From an optimization exercise on the open Yosys and OpenROAD flow, aimed at small area; shortcuts taken in it are not production practice. In this exercise RTL edits were held to simulation tests only and were not proved equivalent to the original. The clock port is modelled as an ideal driver; clocking choices that lean on that would not hold on a real chip. Power and IR drop assume default switching activity.

Setup of the reference run:
==> flow/design.v <==
module BCD_Up_Down_Counter_top(
    input clk,
    input reset,
    input load,
    input [3:0] in,
    input [2:0] sel,
    input [4:0] speed,
    input upDown,
    input en,
    output [7:0] AN,
    output reg [6:0] a_to_g,
    output DP
);
    assign DP = 1'b1;
    reg [6:0] y;
    reg div;
    wire wrap = y[6];
    wire tick = wrap & ~div;
    always @(posedge clk) begin
        if (reset | wrap) y <= 7'd25;
        else y <= {1'b0, y[5:0]} + {2'b0, speed} + 7'd1;
        div <= ~reset & (div ^ wrap);
    end
    reg [1:0] rc;
    reg [2:0] S;
    always @(posedge clk) begin
        rc <= reset ? 2'b00 : {rc[0], ~rc[1]};
        if (reset) S <= 3'd0;
        else if (rc == 2'b10) S <= S + 3'd1;
    end
    wire [7:0] dsel = 8'b1 << S;
    assign AN = ~dsel;
    wire U = upDown;
    wire [3:0] v = {in[3], in[2] & ~in[3], in[1] & ~in[3], in[0] | (in[3] & (in[2] | in[1]))};
    reg [2:0] pc;
    always @(*)
        case (v[3:1])
            3'd0: pc = 3'b000;
            3'd1: pc = 3'b001;
            3'd2: pc = 3'b011;
            3'd3: pc = 3'b110;
            default: pc = 3'b100;
        endcase
    wire [3:0] w = reset ? {U, 2'b00, U} : {pc, v[0]};
    wire ld = tick & load;
    reg [31:0] op;
    wire [8:0] e;
    assign e[0] = tick & ~load & en;
    genvar i;
    generate
        for (i = 0; i < 8; i = i + 1) begin : g
            wire b0 = op[4*i], s0 = op[4*i+1], s1 = op[4*i+2], s2 = op[4*i+3];
            wire le = reset | (ld & (sel == i));
            wire pe = e[i] & (b0 ^ U);           
            wire m = ~(s1 | s0), n = ~(s2 | s1);
            assign e[i+1] = pe & m & (s2 ^ U);   
            wire [2:0] sh = U ? {m, s2, s1} : {s1, s0, n};
            wire [2:0] s = {s2, s1, s0};
            wire [2:0] ts = le ? w[3:1] ^ s : {3{pe}} & (sh ^ s);
            always @(posedge clk)
                op[4*i+3:4*i] <= {reset ? {U, 2'b00} : s ^ ts, le ? w[0] : b0 ^ e[i]};
        end
    endgenerate
    reg [3:0] digit;
    reg [3:0] dmux;
    integer k;
    always @(*) begin
        dmux = 4'b0000;
        for (k = 0; k < 8; k = k + 1)
            dmux = dmux | ({4{dsel[k]}} & op[4*k +: 4]);
    end
    always @(posedge clk) digit <= dmux;
    wire [3:0] d = digit;
    always @(*) begin
        a_to_g[6] = (~d[3] & d[2] & ~d[0]) | (~d[3] & ~d[1] & d[0]);
        a_to_g[5] = (~d[3] & d[2] & d[0]) | (d[3] & d[2] & ~d[0]);
        a_to_g[4] = ~d[2] & d[1] & ~d[0];
        a_to_g[3] = (~d[3] & d[2] & ~d[0]) | (~d[3] & ~d[1] & d[0]) | (d[3] & d[2] & d[0]);
        a_to_g[2] = (~d[3] & d[2]) | d[0];
        a_to_g[1] = ~((~d[3] & d[2]) | (d[3] & ~d[2]) | (~d[1] & ~d[0]));
        a_to_g[0] = (~d[3] & ~d[1]) | (d[3] & d[2] & d[0]);
    end
endmodule
export LEC_CHECK = 0
export CAP_MARGIN = 20
export CORE_MARGIN = 2
export CORE_UTILIZATION = 75
export GPL_TIMING_DRIVEN = 0
export SLEW_MARGIN = 20
create_clock -name core_clock -period 10.0 [get_ports {clk}]
standard.sh (not shown) runs the stock make flow with config.mk's settings and CLKGATE_MAP_FILE= SYNTH_SCRIPT=/design/flow/synth_recipe.tcl, a recipe that flattens the netlist after the stock synthesis.
==> flow/flow/run.sh <==
#!/bin/bash
# Own layout flow: the standard layout (standard.sh), with these changes:
#  - synthesis maps logic with an area-oriented ABC script (flow/abc_area.script:
#    twenty rounds of choice computation, area mapping and don't-care
#    resubstitution, which settle on a fixed point)
#    instead of ORFS's delay-driven one, and without ORFS's full/half-adder
#    extraction; registers are mapped exactly as in the standard synthesis;
#  - the port buffers, and the buffer synthesis puts on the constant DP
#    output, are the smallest buffer, sky130_fd_sc_hd__buf_1;
#  - the clock tree is three clkbuf_8 leaf buffers driven by the clock port
#    (flow/clock_buffers.tcl, run as the pre-CTS hook); TritonCTS then finds
#    the clock already buffered and adds nothing.
# Each tool's output goes to the logs ORFS writes under orfs/logs; make's own
# output goes to flow_make.log in the work folder.
set -euo pipefail
W=$(cd "$(dirname "$0")/.." && pwd)
cd "$W"
cat > "$W/own_synth.tcl" <<EOT
proc abc {args} {
  set i [lsearch -exact \$args -script]
  if {\$i >= 0} { lset args [expr {\$i + 1}] $W/flow/abc_area.script }
  yosys abc {*}\$args
}
source $W/synth_recipe.tcl
EOT
bash "$W/standard.sh" SYNTH_SCRIPT="$W/own_synth.tcl" ADDER_MAP_FILE= \
  "MIN_BUF_CELL_AND_PORTS=sky130_fd_sc_hd__buf_1 A X" \
  "BUFFER_PORTS_ARGS=-buffer_cell sky130_fd_sc_hd__buf_1" \
  "PRE_CTS_TCL=$W/flow/clock_buffers.tcl" \
  "CTS_ARGS=-clk_nets clk -dont_use_dummy_load" \
  finish > "$W/flow_make.log" 2>&1
==> flow/flow/abc_area.script <==
strash
dch -f
amap -m
mfs -a
strash
dch -f
amap -m
mfs -a
strash
dch -f
amap -m
mfs -a
strash
dch -f
amap -m
mfs -a
strash
dch -f
amap -m
mfs -a
strash
dch -f
amap -m
mfs -a
strash
dch -f
amap -m
mfs -a
strash
dch -f
amap -m
mfs -a
strash
dch -f
amap -m
mfs -a
strash
dch -f
amap -m
mfs -a
strash
dch -f
amap -m
mfs -a
strash
dch -f
amap -m
mfs -a
strash
dch -f
amap -m
mfs -a
strash
dch -f
amap -m
mfs -a
strash
dch -f
amap -m
mfs -a
strash
dch -f
amap -m
mfs -a
strash
dch -f
amap -m
mfs -a
strash
dch -f
amap -m
mfs -a
strash
dch -f
amap -m
mfs -a
strash
dch -f
amap -m
topo
Other scripts of this flow, unchanged in this note and not shown: flow/flow/clock_buffers.tcl
Inputs modified between the reference run and the trial run:
# the reference run
export LEC_CHECK = 0
export CAP_MARGIN = 20
export CORE_MARGIN = 2
export CORE_UTILIZATION = 75
export GPL_TIMING_DRIVEN = 0
export SLEW_MARGIN = 20
create_clock -name core_clock -period 10.0 [get_ports {clk}]
# the trial run
export LEC_CHECK = 0
export CAP_MARGIN = 0
export CORE_MARGIN = 2
export CORE_UTILIZATION = 60
export GPL_TIMING_DRIVEN = 0
export SLEW_MARGIN = 0
create_clock -name core_clock -period 10.0 [get_ports {clk}]
--- a/flow/flow/run.sh
+++ b/flow/flow/run.sh
@@ -3,3 +3 @@
-#  - synthesis maps logic with an area-oriented ABC script (flow/abc_area.script:
-#    twenty rounds of choice computation, area mapping and don't-care
-#    resubstitution, which settle on a fixed point)
+#  - synthesis maps logic with an area-oriented ABC script (flow/abc_area.script)
==> flow/flow/abc_area.script <==
strash
dch -f
amap -m
mfs -a
strash
dch -f
amap -m
mfs -a
strash
dch -f
amap -m
topo
## What came out
op[31] as the end point of the critical path was reported by the trial run, and op[30] by the reference run.
[flow] the trial run | stages: complete | final checks: fail | reason: capacitance limit
Delta (the trial run minus the reference run): worst hold slack saw a decrease, combinational share of power lost 0.6 points, via-per-instance ratio shows a reduction of 6.1%.

[separate check: timing with driven ports]
The flow's constraints put no driver on any port. The routed layouts listed below were extracted and timed again, unchanged, in two steps.
Step 1 sets driving cells, clkbuf_16 on the clock port and buf_2 on the other inputs (assumed; they add their load-dependent delay and slew).
Step 2 moves the port delays by t, midway between the first and last clock arrival at a register: inputs arrive t later, outputs are due t later. That takes back most of the time a late clock gives input paths.
Three values: no drivers, after step 1, after step 2; two values: the first two.
run | shift t [ns] | setup slack, ns | hold WS [ns] | worst setup path after step 2 | latest minus earliest clock arrival (ns)
the reference run | 0.205 | 1.097 / 1.129 / 0.924 | 0.421 / 0.421 / 0.421 | input to register | 0.007 / 0.007
the trial run | 0.206 | 0.868 / 0.895 / 0.689 | 0.417 / 0.417 / 0.417 | input to register | 0.013 / 0.013
The setup slack of the trial run, which loses most, moves by +0.027 ns with the drivers and by -0.179 ns with both steps.
